This design comes from an exercise in tuning for small area and a short achievable clock period on the open sky130 flow, not from production work.
Only simulation tests tie the RTL to the original design; equivalence was not proved.

==> trial 87 <==
Design top, start of the top module:
module top(
    input logic clk, rst,
    input logic[31:0] inst,  
    output logic[31:0] ALUResult,
    output logic[31:0] RD1, RD2,
    output logic[31:0] prode_register_file,
    output logic[31:0] prode_data_memory,
    output logic[6:0] display_led
);
logic [4:0] rs, rt, rd, WriteReg;
logic [31:0] SignImm, MemData, WD3;
logic RType, MemtoReg, WE, WE3, sub, valid;
assign rs = inst[25:21];
assign rt = inst[20:16];
assign rd = inst[15:11];
assign RType = inst[31];
assign MemtoReg = (inst[31:26] == 6'b010101);  
assign WE = (inst[31:26] == 6'b010100);  
assign WE3 = MemtoReg || RType;  
assign sub = RType && (inst[29:27] == 3'b110);
assign valid = !RType || (inst[29:27] == 3'b010) || (inst[29:27] == 3'b110);
MUX_RegDst mux_regdst(
    .RegDst(RType),
    .rt(rt),
    .rd(rd),
    .RegDst_out(WriteReg)
);
sign_extend sign_ext(
    .Imm(inst[15:0]),
    .SignImm(SignImm)
);
  ...
==> module ALU, before the edit <==
module ALU (
	input logic[31:0] SrcA, 
	input logic [31:0] RD2, 
	input logic [31:0] Imm, 
	input logic rtype,
	input logic cin,
	input logic valid,
	output logic[31:0] ALUResult
); 
logic [31:0] y, p, g, cn;
alu_srcb #(.W(32)) sb(.r2(RD2), .imm(Imm), .rtype(rtype), .sub(cin), .y(y));
vec_xor #(.W(32)) px(.a(SrcA), .b(y), .y(p));
vec_and #(.W(32)) ga(.a(SrcA), .b(y), .y(g));
ks_carry kc(.p(p), .g(g), .cin(cin), .cn(cn));
alu_sum su(.p(p), .cn(cn), .valid(valid), .s(ALUResult));
endmodule
==> module vec_and, before the edit <==
module vec_and #(parameter W = 32) (input logic [W-1:0] a, b, output logic [W-1:0] y);
assign y = a & b;
endmodule
==> module ks_carry, before the edit <==
module ks_carry (
	input logic [31:0] p, g,
	input logic cin,
	output logic [31:0] cn
);
logic [31:0] G [0:5];
logic [31:0] P [0:5];
assign G[0] = {g[31:1], g[0] | (p[0] & cin)};
assign P[0] = p;
genvar k, i;
generate
	for (k = 0; k < 5; k++) begin : lvl
		for (i = 0; i < 32; i++) begin : b
			if (i >= (1 << k)) begin : m
				if (k % 2 == 0) begin : t
					prefix_node_t n(.gh(G[k][i]), .ph(P[k][i]), .gl(G[k][i - (1 << k)]), .pl(P[k][i - (1 << k)]),
						.gn(G[k+1][i]), .pn(P[k+1][i]));
				end else begin : f
					prefix_node_f n(.ghn(G[k][i]), .phn(P[k][i]), .gln(G[k][i - (1 << k)]), .pln(P[k][i - (1 << k)]),
						.g(G[k+1][i]), .p(P[k+1][i]));
				end
			end else begin : c
				assign G[k+1][i] = ~G[k][i];
				assign P[k+1][i] = ~P[k][i];
			end
		end
	end
endgenerate
assign cn = {G[5][30:0], ~cin};
endmodule
==> module alu_sum, before the edit <==
module alu_sum (
	input logic [31:0] p, cn,
	input logic valid,
	output logic [31:0] s
);
assign s = ~(p ^ cn) & {32{valid}};
endmodule
==> module sum_decoder, before the edit <==
module sum_decoder(
	input logic [5:0] x, r2, imm,
	input logic rtype,
	input logic cin,
	input logic en,
	input logic [63:0] v,
	input logic we,
	output logic [63:0] s, u, wen
);
logic [21:0] zi, za, zs, z;
logic [5:0] p, g, t, pa, ga, ta, ps, gs, ts;
vec_xor #(.W(6)) pxi(.a(x), .b(imm), .y(p));
vec_and #(.W(6)) gai(.a(x), .b(imm), .y(g));
vec_or #(.W(6)) toi(.a(x), .b(imm), .y(t));
sad_conditions ci(.p(p), .g(g), .t(t), .cin(1'b0), .z(zi));
vec_xor #(.W(6)) pxa(.a(x), .b(r2), .y(pa));
vec_and #(.W(6)) gaa(.a(x), .b(r2), .y(ga));
vec_or #(.W(6)) toa(.a(x), .b(r2), .y(ta));
sad_conditions ca(.p(pa), .g(ga), .t(ta), .cin(1'b0), .z(za));
vec_xnor #(.W(6)) pxs(.a(x), .b(r2), .y(ps));
vec_andn #(.W(6)) gas(.a(x), .b(r2), .y(gs));
vec_orn #(.W(6)) tos(.a(x), .b(r2), .y(ts));
sad_conditions cs(.p(ps), .g(gs), .t(ts), .cin(1'b1), .z(zs));
logic sel_i, sel_a, sel_s;
assign sel_i = ~rtype;
assign sel_a = rtype & ~cin;
assign sel_s = rtype & cin;
genvar j, k;
generate
	for (j = 0; j < 22; j++) begin : zs_
		select3 m(.a(zi[j]), .b(za[j]), .c(zs[j]), .sa(sel_i), .sb(sel_a), .sc(sel_s), .y(z[j]));
	end
endgenerate
logic [7:0] an;
logic [15:0] bn;
logic [63:0] vn;
logic wen_n;
assign vn = ~v;
generate
	for (k = 0; k < 8; k++) begin : grpa
		nand4 n(.a(en), .b(z[k & 1]), .c(z[2 + (k & 3)]), .d(z[6 + ((k >> 1) & 3)]), .y(an[k]));
	end
	for (k = 0; k < 16; k++) begin : grpb
		nand3 n(.a(z[10 + (k & 3)]), .b(z[14 + ((k >> 1) & 3)]), .c(z[18 + ((k >> 2) & 3)]), .y(bn[k]));
	end
	for (k = 1; k < 64; k++) begin : sel
		nor3 ns(.a(an[k & 7]), .b(bn[k >> 2]), .c(vn[k]), .y(s[k]));
		nor3 nu(.a(an[k & 7]), .b(bn[k >> 2]), .c(v[k]), .y(u[k]));
	end
endgenerate
sel_word0 s0(.an(an[0]), .bn(bn[0]), .en(en), .v(v[0]), .s(s[0]), .u(u[0]));
logic [63:0] e;
always_comb begin
	for (int kk = 0; kk < 64; kk++) e[kk] = ~an[kk & 7] & ~bn[kk >> 2];
	e[0] = e[0] | ~en;
end
assign wen = ~(e & {64{we}});
endmodule
==> module sad_conditions, before the edit <==
module sad_conditions(
	input logic [5:0] p, g, t,
	input logic cin,
	output logic [21:0] z
);
assign z[0] = ~(p[0] ^ cin);
assign z[1] = p[0] ^ cin;
genvar j;
generate
	for (j = 0; j < 5; j++) begin : pos
		assign z[2 + 4*j + 0] = ~(p[j+1] ^ t[j]);
		assign z[2 + 4*j + 1] = ~(p[j+1] ^ g[j]);
		assign z[2 + 4*j + 2] =  (p[j+1] ^ t[j]);
		assign z[2 + 4*j + 3] =  (p[j+1] ^ g[j]);
	end
endgenerate
endmodule
==> module vec_andn, before the edit <==
module vec_andn #(parameter W = 32) (input logic [W-1:0] a, b, output logic [W-1:0] y);
assign y = a & ~b;
endmodule
==> module vec_orn, before the edit <==
module vec_orn #(parameter W = 32) (input logic [W-1:0] a, b, output logic [W-1:0] y);
assign y = a | ~b;
endmodule
==> module vec_or, before the edit <==
module vec_or #(parameter W = 32) (input logic [W-1:0] a, b, output logic [W-1:0] y);
assign y = a | b;
endmodule
export LEC_CHECK = 0
export CAP_MARGIN = 25
export CORE_MARGIN = 2
export CORE_UTILIZATION = 58
export PLACE_DENSITY = 0.72
export SLEW_MARGIN = 25
export SYNTH_HIERARCHICAL = 1
create_clock -name core_clock -period 24.0 [get_ports {clk}]
standard.sh (not shown) runs the stock make flow with config.mk's settings and CLKGATE_MAP_FILE= SYNTH_SCRIPT=/design/flow/synth_recipe.tcl, a recipe that flattens the netlist after the stock synthesis.
==> flow/flow/run.sh <==
#!/bin/bash
# The standard ORFS layout (standard.sh) with these changes:
# - repair_timing treats any path with less than SETUP_SLACK_MARGIN ns of
#   slack as violating, so it keeps shortening the input-to-output paths
#   past the 24 ns clock; MATCH_CELL_FOOTPRINT=0 lets it resize cells across
#   footprints;
# - the port buffers start as buf_2 cells (resizable) instead of delay cells;
set -e
bash standard.sh SETUP_SLACK_MARGIN=9.5 MATCH_CELL_FOOTPRINT=0 \
  "BUFFER_PORTS_ARGS=-buffer_cell sky130_fd_sc_hd__buf_2" \
  "CTS_ARGS=-sink_clustering_enable -repair_clock_nets -dont_use_dummy_load -buf_list sky130_fd_sc_hd__clkbuf_8 -sink_clustering_size 14 -sink_clustering_max_diameter 50" \
  finish > standard.log 2>&1
==> trial 56 (differences from trial 87) <==
--- a/flow/design.v
+++ b/flow/design.v
@@ -164,97 +164,40 @@
 	input logic en,
 	input logic [63:0] v,
 	input logic we,
 	output logic [63:0] s, u, wen
 );
-logic [21:0] zi, za, zs, z;
-logic [5:0] p, g, t, pa, ga, ta, ps, gs, ts;
-vec_xor #(.W(6)) pxi(.a(x), .b(imm), .y(p));
-vec_and #(.W(6)) gai(.a(x), .b(imm), .y(g));
-vec_or #(.W(6)) toi(.a(x), .b(imm), .y(t));
-sad_conditions ci(.p(p), .g(g), .t(t), .cin(1'b0), .z(zi));
-vec_xor #(.W(6)) pxa(.a(x), .b(r2), .y(pa));
-vec_and #(.W(6)) gaa(.a(x), .b(r2), .y(ga));
-vec_or #(.W(6)) toa(.a(x), .b(r2), .y(ta));
-sad_conditions ca(.p(pa), .g(ga), .t(ta), .cin(1'b0), .z(za));
-vec_xnor #(.W(6)) pxs(.a(x), .b(r2), .y(ps));
-vec_andn #(.W(6)) gas(.a(x), .b(r2), .y(gs));
-vec_orn #(.W(6)) tos(.a(x), .b(r2), .y(ts));
-sad_conditions cs(.p(ps), .g(gs), .t(ts), .cin(1'b1), .z(zs));
-logic sel_i, sel_a, sel_s;
-assign sel_i = ~rtype;
-assign sel_a = rtype & ~cin;
-assign sel_s = rtype & cin;
-genvar j, k;
-generate
-	for (j = 0; j < 22; j++) begin : zs_
-		select3 m(.a(zi[j]), .b(za[j]), .c(zs[j]), .sa(sel_i), .sb(sel_a), .sc(sel_s), .y(z[j]));
-	end
-endgenerate
-logic [7:0] an;
-logic [15:0] bn;
-logic [63:0] vn;
-logic wen_n;
-assign vn = ~v;
+logic [5:0] y, p, g, t;
+alu_srcb #(.W(6)) sb(.r2(r2), .imm(imm), .rtype(rtype), .sub(cin), .y(y));
+vec_xor #(.W(6)) px(.a(x), .b(y), .y(p));
+vec_and #(.W(6)) ga(.a(x), .b(y), .y(g));
+vec_or #(.W(6)) to(.a(x), .b(y), .y(t));
+logic [1:0] z0;
+logic [3:0] z [0:4];
+assign z0[0] = ~(p[0] ^ cin);
+assign z0[1] = p[0] ^ cin;
+genvar j;
 generate
-	for (k = 0; k < 8; k++) begin : grpa
-		nand4 n(.a(en), .b(z[k & 1]), .c(z[2 + (k & 3)]), .d(z[6 + ((k >> 1) & 3)]), .y(an[k]));
-	end
-	for (k = 0; k < 16; k++) begin : grpb
-		nand3 n(.a(z[10 + (k & 3)]), .b(z[14 + ((k >> 1) & 3)]), .c(z[18 + ((k >> 2) & 3)]), .y(bn[k]));
-	end
-	for (k = 1; k < 64; k++) begin : sel
-		nor3 ns(.a(an[k & 7]), .b(bn[k >> 2]), .c(vn[k]), .y(s[k]));
-		nor3 nu(.a(an[k & 7]), .b(bn[k >> 2]), .c(v[k]), .y(u[k]));
+	for (j = 0; j < 5; j++) begin : pos
+		assign z[j][0] = ~(p[j+1] ^ t[j]);    
+		assign z[j][1] = ~(p[j+1] ^ g[j]);    
+		assign z[j][2] =  (p[j+1] ^ t[j]);    
+		assign z[j][3] =  (p[j+1] ^ g[j]);    
 	end
 endgenerate
-sel_word0 s0(.an(an[0]), .bn(bn[0]), .en(en), .v(v[0]), .s(s[0]), .u(u[0]));
 logic [63:0] e;
 always_comb begin
-	for (int kk = 0; kk < 64; kk++) e[kk] = ~an[kk & 7] & ~bn[kk >> 2];
-	e[0] = e[0] | ~en;
-end
-assign wen = ~(e & {64{we}});
-endmodule
-module sad_conditions(
-	input logic [5:0] p, g, t,
-	input logic cin,
-	output logic [21:0] z
-);
-assign z[0] = ~(p[0] ^ cin);
-assign z[1] = p[0] ^ cin;
-genvar j;
-generate
-	for (j = 0; j < 5; j++) begin : pos
-		assign z[2 + 4*j + 0] = ~(p[j+1] ^ t[j]);
-		assign z[2 + 4*j + 1] = ~(p[j+1] ^ g[j]);
-		assign z[2 + 4*j + 2] =  (p[j+1] ^ t[j]);
-		assign z[2 + 4*j + 3] =  (p[j+1] ^ g[j]);
+	for (int k = 0; k < 64; k++) begin
+		e[k] = en & z0[k & 1]
+			& z[0][(k >> 0) & 3] & z[1][(k >> 1) & 3] & z[2][(k >> 2) & 3]
+			& z[3][(k >> 3) & 3] & z[4][(k >> 4) & 3];
+		if (k == 0) e[k] = e[k] | ~en;
 	end
-endgenerate
-endmodule
-module select3(input logic a, b, c, sa, sb, sc, output logic y);
-logic an, bn, cn;
-nand2 na(.a(a), .b(sa), .y(an));
-nand2 nb(.a(b), .b(sb), .y(bn));
-nand2 nc(.a(c), .b(sc), .y(cn));
-nand3 no(.a(an), .b(bn), .c(cn), .y(y));
-endmodule
-module sel_word0(input logic an, bn, en, v, output logic s, u);
-logic e;
-assign e = ~en | (~an & ~bn);
+end
 assign s = e & v;
 assign u = e & ~v;
-endmodule
-module vec_xnor #(parameter W = 32) (input logic [W-1:0] a, b, output logic [W-1:0] y);
-assign y = ~(a ^ b);
-endmodule
-module vec_andn #(parameter W = 32) (input logic [W-1:0] a, b, output logic [W-1:0] y);
-assign y = a & ~b;
-endmodule
-module vec_orn #(parameter W = 32) (input logic [W-1:0] a, b, output logic [W-1:0] y);
-assign y = a | ~b;
+assign wen = ~(e & {64{we}});
 endmodule
 module vec_or #(parameter W = 32) (input logic [W-1:0] a, b, output logic [W-1:0] y);
 assign y = a | b;
 endmodule
 module display(
@@ -278,11 +221,10 @@
     endcase
 end
 endmodule
 module register_file(input logic clk, rst,
 		input logic [31:0] s1, s2, s3,  
-		input logic [31:0] s1lo, s2lo,  
 		input logic [31:0] u1, u2, u3,  
 		input logic [31:0] wen,  
 		input logic [31:0] WD,  
 		output logic [31:0] v,  
 		output logic [31:0] RD1, RD2, RD3
@@ -294,13 +236,13 @@
 generate
 	for (g = 0; g < 32; g++) begin : word
 		store_word sw(.clk(clk), .rst(rst), .wen(wen[g]), .wdn(wdn), .q(q[32*g +: 32]), .v(v[g]));
 	end
 endgenerate
-rf_read rd1(.q(q), .s(s1), .slo(s1lo), .u(u1), .d(RD1));
-rf_read rd2(.q(q), .s(s2), .slo(s2lo), .u(u2), .d(RD2));
-rf_read rd3(.q(q), .s(s3), .slo(s3), .u(u3), .d(RD3));
+rf_read rd1(.q(q), .s(s1), .u(u1), .d(RD1));
+rf_read rd2(.q(q), .s(s2), .u(u2), .d(RD2));
+rf_read rd3(.q(q), .s(s3), .u(u3), .d(RD3));
 endmodule
 module store_word(
 	input logic clk, rst,
 	input logic wen,  
 	input logic [31:0] wdn,  
@@ -323,11 +265,11 @@
 module hold_bit(input logic q, wdn, wen, output logic d);
 assign d = ~((wdn | wen) & ~(q & wen));
 endmodule
 module rf_read(
 	input logic [1023:0] q,
-	input logic [31:0] s, slo, u,
+	input logic [31:0] s, u,
 	output logic [31:0] d
 );
 genvar b, k;
 generate
 	for (b = 0; b < 32; b++) begin : bit_
@@ -335,11 +277,11 @@
 		logic [3:0] y;
 		for (k = 0; k < 32; k++) begin : w
 			assign qb[k] = q[32*k + b];
 		end
 		for (k = 0; k < 4; k++) begin : grp
-			ao8 a(.q(qb[8*k +: 8]), .s(b < 6 ? slo[8*k +: 8] : s[8*k +: 8]), .y(y[k]));
+			ao8 a(.q(qb[8*k +: 8]), .s(s[8*k +: 8]), .y(y[k]));
 		end
 		logic w0, w1;
 		nor2 n0(.a(y[0]), .b(y[1]), .y(w0));
 		if (b < 5) begin : lo
 			logic [15:0] ub;
@@ -372,13 +314,10 @@
 assign y = ~(a | b | c);
 endmodule
 module nand2(input logic a, b, output logic y);
 assign y = ~(a & b);
 endmodule
-module nand3(input logic a, b, c, output logic y);
-assign y = ~(a & b & c);
-endmodule
 module nand4(input logic a, b, c, d, output logic y);
 assign y = ~(a & b & c & d);
 endmodule
 module read_select #(parameter AW = 5) (
 	input logic [AW-1:0] a,
@@ -390,19 +329,10 @@
 	for (int i = 0; i < (1<<AW); i++) dec[i] = (a == i);
 end
 assign s = dec & v;
 assign u = dec & ~v;
 endmodule
-module read_select_s #(parameter AW = 5) (
-	input logic [AW-1:0] a,
-	input logic [(1<<AW)-1:0] v,
-	output logic [(1<<AW)-1:0] s
-);
-always_comb begin
-	for (int i = 0; i < (1<<AW); i++) s[i] = (a == i) & v[i];
-end
-endmodule
 module write_select #(parameter AW = 5) (
 	input logic [AW-1:0] a,
 	input logic en,
 	output logic [(1<<AW)-1:0] wen
 );
@@ -445,25 +375,21 @@
 );
 sign_extend sign_ext(
     .Imm(inst[15:0]),
     .SignImm(SignImm)
 );
-logic [31:0] v, s1, s2, s3, s1lo, s2lo, u1, u2, u3, wen3;
+logic [31:0] v, s1, s2, s3, u1, u2, u3, wen3;
 read_select #(.AW(5)) rsel1(.a(rs), .v(v), .s(s1), .u(u1));
-read_select_s #(.AW(5)) rsel1lo(.a(rs), .v(v), .s(s1lo));
 read_select #(.AW(5)) rsel2(.a(rt), .v(v), .s(s2), .u(u2));
-read_select_s #(.AW(5)) rsel2lo(.a(rt), .v(v), .s(s2lo));
 read_select #(.AW(5)) rsel3(.a(WriteReg), .v(v), .s(s3), .u(u3));
 write_select #(.AW(5)) wsel(.a(WriteReg), .en(WE3), .wen(wen3));
 register_file r_f(
     .clk(clk),
     .rst(rst),
     .s1(s1),
     .s2(s2),
     .s3(s3),
-    .s1lo(s1lo),
-    .s2lo(s2lo),
     .u1(u1),
     .u2(u2),
     .u3(u3),
     .wen(wen3),
     .WD(WD3),
--- a/flow/config.mk
+++ b/flow/config.mk
@@ -5,9 +5,8 @@
 export SDC_FILE = /design/flow/constraint.sdc
 export NUM_CORES = 8
 export LEC_CHECK = 0
 export CAP_MARGIN = 25
 export CORE_MARGIN = 2
-export CORE_UTILIZATION = 58
-export PLACE_DENSITY = 0.72
+export CORE_UTILIZATION = 50
 export SLEW_MARGIN = 25
 export SYNTH_HIERARCHICAL = 1
==> trial 20 (differences from trial 87) <==
--- a/flow/design.v
+++ b/flow/design.v
@@ -5,16 +5,16 @@
 	input logic rtype,
 	input logic cin,
 	input logic valid,
 	output logic[31:0] ALUResult
 ); 
-logic [31:0] y, p, g, cn;
+logic [31:0] y, pn, gn, c;
 alu_srcb #(.W(32)) sb(.r2(RD2), .imm(Imm), .rtype(rtype), .sub(cin), .y(y));
-vec_xor #(.W(32)) px(.a(SrcA), .b(y), .y(p));
-vec_and #(.W(32)) ga(.a(SrcA), .b(y), .y(g));
-ks_carry kc(.p(p), .g(g), .cin(cin), .cn(cn));
-alu_sum su(.p(p), .cn(cn), .valid(valid), .s(ALUResult));
+vec_xnor #(.W(32)) px(.a(SrcA), .b(y), .y(pn));
+vec_nand #(.W(32)) ga(.a(SrcA), .b(y), .y(gn));
+ks_carry kc(.pn(pn), .gn(gn), .cin(cin), .c(c));
+alu_sum su(.pn(pn), .c(c), .valid(valid), .s(ALUResult));
 endmodule
 module alu_srcb #(parameter W = 32) (
 	input logic [W-1:0] r2, imm,
 	input logic rtype, sub,
 	output logic [W-1:0] y
@@ -22,28 +22,31 @@
 assign y = rtype ? (r2 ^ {W{sub}}) : imm;
 endmodule
 module vec_xor #(parameter W = 32) (input logic [W-1:0] a, b, output logic [W-1:0] y);
 assign y = a ^ b;
 endmodule
-module vec_and #(parameter W = 32) (input logic [W-1:0] a, b, output logic [W-1:0] y);
-assign y = a & b;
+module vec_xnor #(parameter W = 32) (input logic [W-1:0] a, b, output logic [W-1:0] y);
+assign y = ~(a ^ b);
+endmodule
+module vec_nand #(parameter W = 32) (input logic [W-1:0] a, b, output logic [W-1:0] y);
+assign y = ~(a & b);
 endmodule
 module ks_carry (
-	input logic [31:0] p, g,
+	input logic [31:0] pn, gn,
 	input logic cin,
-	output logic [31:0] cn
+	output logic [31:0] c
 );
 logic [31:0] G [0:5];
 logic [31:0] P [0:5];
-assign G[0] = {g[31:1], g[0] | (p[0] & cin)};
-assign P[0] = p;
+assign G[0] = {gn[31:1], gn[0] & (pn[0] | ~cin)};
+assign P[0] = pn;
 genvar k, i;
 generate
 	for (k = 0; k < 5; k++) begin : lvl
 		for (i = 0; i < 32; i++) begin : b
 			if (i >= (1 << k)) begin : m
-				if (k % 2 == 0) begin : t
+				if (k % 2 == 1) begin : t
 					prefix_node_t n(.gh(G[k][i]), .ph(P[k][i]), .gl(G[k][i - (1 << k)]), .pl(P[k][i - (1 << k)]),
 						.gn(G[k+1][i]), .pn(P[k+1][i]));
 				end else begin : f
 					prefix_node_f n(.ghn(G[k][i]), .phn(P[k][i]), .gln(G[k][i - (1 << k)]), .pln(P[k][i - (1 << k)]),
 						.g(G[k+1][i]), .p(P[k+1][i]));
@@ -53,26 +56,26 @@
 				assign P[k+1][i] = ~P[k][i];
 			end
 		end
 	end
 endgenerate
-assign cn = {G[5][30:0], ~cin};
+assign c = {G[5][30:0], cin};
 endmodule
 module prefix_node_t(input logic gh, ph, gl, pl, output logic gn, pn);
 assign gn = ~(gh | (ph & gl));
 assign pn = ~(ph & pl);
 endmodule
 module prefix_node_f(input logic ghn, phn, gln, pln, output logic g, p);
 assign g = ~(ghn & (phn | gln));
 assign p = ~(phn | pln);
 endmodule
 module alu_sum (
-	input logic [31:0] p, cn,
+	input logic [31:0] pn, c,
 	input logic valid,
 	output logic [31:0] s
 );
-assign s = ~(p ^ cn) & {32{valid}};
+assign s = ~(pn ^ c) & {32{valid}};
 endmodule
 module MUX_ALUSrc(
 input logic ALUSrc, 
 input logic [31:0] RegB, 
 input logic [31:0] Imm,
@@ -165,23 +168,23 @@
 	input logic [63:0] v,
 	input logic we,
 	output logic [63:0] s, u, wen
 );
 logic [21:0] zi, za, zs, z;
-logic [5:0] p, g, t, pa, ga, ta, ps, gs, ts;
+logic [5:0] p, gn, tn, pa, gan, tan, ps, gsn, tsn;
 vec_xor #(.W(6)) pxi(.a(x), .b(imm), .y(p));
-vec_and #(.W(6)) gai(.a(x), .b(imm), .y(g));
-vec_or #(.W(6)) toi(.a(x), .b(imm), .y(t));
-sad_conditions ci(.p(p), .g(g), .t(t), .cin(1'b0), .z(zi));
+vec_nand #(.W(6)) gai(.a(x), .b(imm), .y(gn));
+vec_nor #(.W(6)) toi(.a(x), .b(imm), .y(tn));
+sad_conditions ci(.p(p), .gn(gn), .tn(tn), .cin(1'b0), .z(zi));
 vec_xor #(.W(6)) pxa(.a(x), .b(r2), .y(pa));
-vec_and #(.W(6)) gaa(.a(x), .b(r2), .y(ga));
-vec_or #(.W(6)) toa(.a(x), .b(r2), .y(ta));
-sad_conditions ca(.p(pa), .g(ga), .t(ta), .cin(1'b0), .z(za));
+vec_nand #(.W(6)) gaa(.a(x), .b(r2), .y(gan));
+vec_nor #(.W(6)) toa(.a(x), .b(r2), .y(tan));
+sad_conditions ca(.p(pa), .gn(gan), .tn(tan), .cin(1'b0), .z(za));
 vec_xnor #(.W(6)) pxs(.a(x), .b(r2), .y(ps));
-vec_andn #(.W(6)) gas(.a(x), .b(r2), .y(gs));
-vec_orn #(.W(6)) tos(.a(x), .b(r2), .y(ts));
-sad_conditions cs(.p(ps), .g(gs), .t(ts), .cin(1'b1), .z(zs));
+vec_nandb #(.W(6)) gas(.a(x), .b(r2), .y(gsn));
+vec_norb #(.W(6)) tos(.a(x), .b(r2), .y(tsn));
+sad_conditions cs(.p(ps), .gn(gsn), .tn(tsn), .cin(1'b1), .z(zs));
 logic sel_i, sel_a, sel_s;
 assign sel_i = ~rtype;
 assign sel_a = rtype & ~cin;
 assign sel_s = rtype & cin;
 genvar j, k;
@@ -214,23 +217,23 @@
 	e[0] = e[0] | ~en;
 end
 assign wen = ~(e & {64{we}});
 endmodule
 module sad_conditions(
-	input logic [5:0] p, g, t,
+	input logic [5:0] p, gn, tn,
 	input logic cin,
 	output logic [21:0] z
 );
 assign z[0] = ~(p[0] ^ cin);
 assign z[1] = p[0] ^ cin;
 genvar j;
 generate
 	for (j = 0; j < 5; j++) begin : pos
-		assign z[2 + 4*j + 0] = ~(p[j+1] ^ t[j]);
-		assign z[2 + 4*j + 1] = ~(p[j+1] ^ g[j]);
-		assign z[2 + 4*j + 2] =  (p[j+1] ^ t[j]);
-		assign z[2 + 4*j + 3] =  (p[j+1] ^ g[j]);
+		assign z[2 + 4*j + 0] =  (p[j+1] ^ tn[j]);
+		assign z[2 + 4*j + 1] =  (p[j+1] ^ gn[j]);
+		assign z[2 + 4*j + 2] = ~(p[j+1] ^ tn[j]);
+		assign z[2 + 4*j + 3] = ~(p[j+1] ^ gn[j]);
 	end
 endgenerate
 endmodule
 module select3(input logic a, b, c, sa, sb, sc, output logic y);
 logic an, bn, cn;
@@ -243,21 +246,18 @@
 logic e;
 assign e = ~en | (~an & ~bn);
 assign s = e & v;
 assign u = e & ~v;
 endmodule
-module vec_xnor #(parameter W = 32) (input logic [W-1:0] a, b, output logic [W-1:0] y);
-assign y = ~(a ^ b);
-endmodule
-module vec_andn #(parameter W = 32) (input logic [W-1:0] a, b, output logic [W-1:0] y);
-assign y = a & ~b;
+module vec_nandb #(parameter W = 32) (input logic [W-1:0] a, b, output logic [W-1:0] y);
+assign y = ~(a & ~b);
 endmodule
-module vec_orn #(parameter W = 32) (input logic [W-1:0] a, b, output logic [W-1:0] y);
-assign y = a | ~b;
+module vec_norb #(parameter W = 32) (input logic [W-1:0] a, b, output logic [W-1:0] y);
+assign y = ~(a | ~b);
 endmodule
-module vec_or #(parameter W = 32) (input logic [W-1:0] a, b, output logic [W-1:0] y);
-assign y = a | b;
+module vec_nor #(parameter W = 32) (input logic [W-1:0] a, b, output logic [W-1:0] y);
+assign y = ~(a | b);
 endmodule
 module display(
 	input logic [3:0] data_in, 
 	output logic [6:0] segments
 ); 
==> flow_summary.json <==
{
  "clkCellAreaFrac_pct": 3.269,
  "rr_endpoint": "r_f.word[20].sw.q[26]$_DFF_P_",
  "post_cts_buffers": 156,
  "seq-power_mw": 6.40,
  "slowest_stage": "nand4_1",
  "clk_latency_ns": 1.07,
  "status": "timing/DRC/antenna clean",
  "track_usage_pct": 45.60,
  "num_antenna_cells": 20,
  "dp.cells": 18340,
  "row_count": 184,
  "wl_microns": 621200,
  "crit_top_cell": "buf_12",
  "leakage_nw": 50.06,
  "crit_path_max_fanout": 24,
  "fmax_mhz": 66.50,
  "n_all_inverters": 102
}
[end of results for trial 56]
==> flow_summary.json <==
{
  "status": "timing/DRC/antenna clean",
  "post_cts_buffers": 40,
  "n_all_inverters": 149,
  "fmax_mhz": 67.88,
  "wl_microns": 595200,
  "num_antenna_cells": 25,
  "crit_path_max_fanout": 26,
  "leakage_nw": 49.41,
  "seq-power_mw": 6.43,
  "track_usage_pct": 50.60,
  "dp.cells": 18210,
  "clk_latency_ns": 1.12
}
[end of results for trial 20]
==> flow_summary.json <==
{
  "leakage_nw": 49.95,
  "clk_latency_ns": 1.13,
  "status": "timing/DRC/antenna clean",
  "crit_top_cell": "nor2_1",
  "track_usage_pct": 50.36,
  "cts_hold_buf": 0,
  "final_util_pct": 65.59,
  "slowest_stage": "nor2_1",
  "num_antenna_cells": 32,
  "post_cts_buffers": 73,
  "n_all_inverters": 148,
  "seq-power_mw": 6.42,
  "fmax_mhz": 67.95,
  "grt_pass1_wl_microns": 834800,
  "row_count": 172,
  "setup_violations": 0,
  "rr_endpoint": "r_f.word[26].sw.q[28]$_DFF_P_",
  "wl_microns": 593400,
  "clkCellAreaFrac_pct": 3.024
}
[end of results for trial 87]

==> afterwards: timing with drivers on the ports <==
How much do the figures lean on ideal ports? The routed layouts below were timed once more, with nothing changed but the port constraints. Step 1 assumes that a clkbuf_16 drives the clock port and a buf_2 every other input. Step 2 adds t to the input delays and takes it off the output delays; t is the mean of the earliest and latest rising clock arrival at the registers after step 1. Input paths then give back, and output paths get back, about the clock's delay inside the block. a / b / c = no drivers / after step 1 / after step 2; a / b = the first two.
run | shift t [ns] | setup slack, ns | worst setup path at the end | slew at the worst register clock pin (ns) | cell pins on the clock port's net
trial 87 | 1.168 | 9.282 / 9.186 / 9.186 | input to output | 0.10 / 0.10 | 1
trial 56 | 1.104 | 8.962 / 8.659 / 8.659 | input to output | 0.10 / 0.10 | 1
trial 20 | 1.155 | 9.269 / 9.121 / 9.121 | input to output | 0.10 / 0.10 | 1
After both steps setup and hold are still met in every run listed. The setup slack of trial 56, which loses most, moves by -0.303 ns with the drivers and by -0.303 ns with both steps.
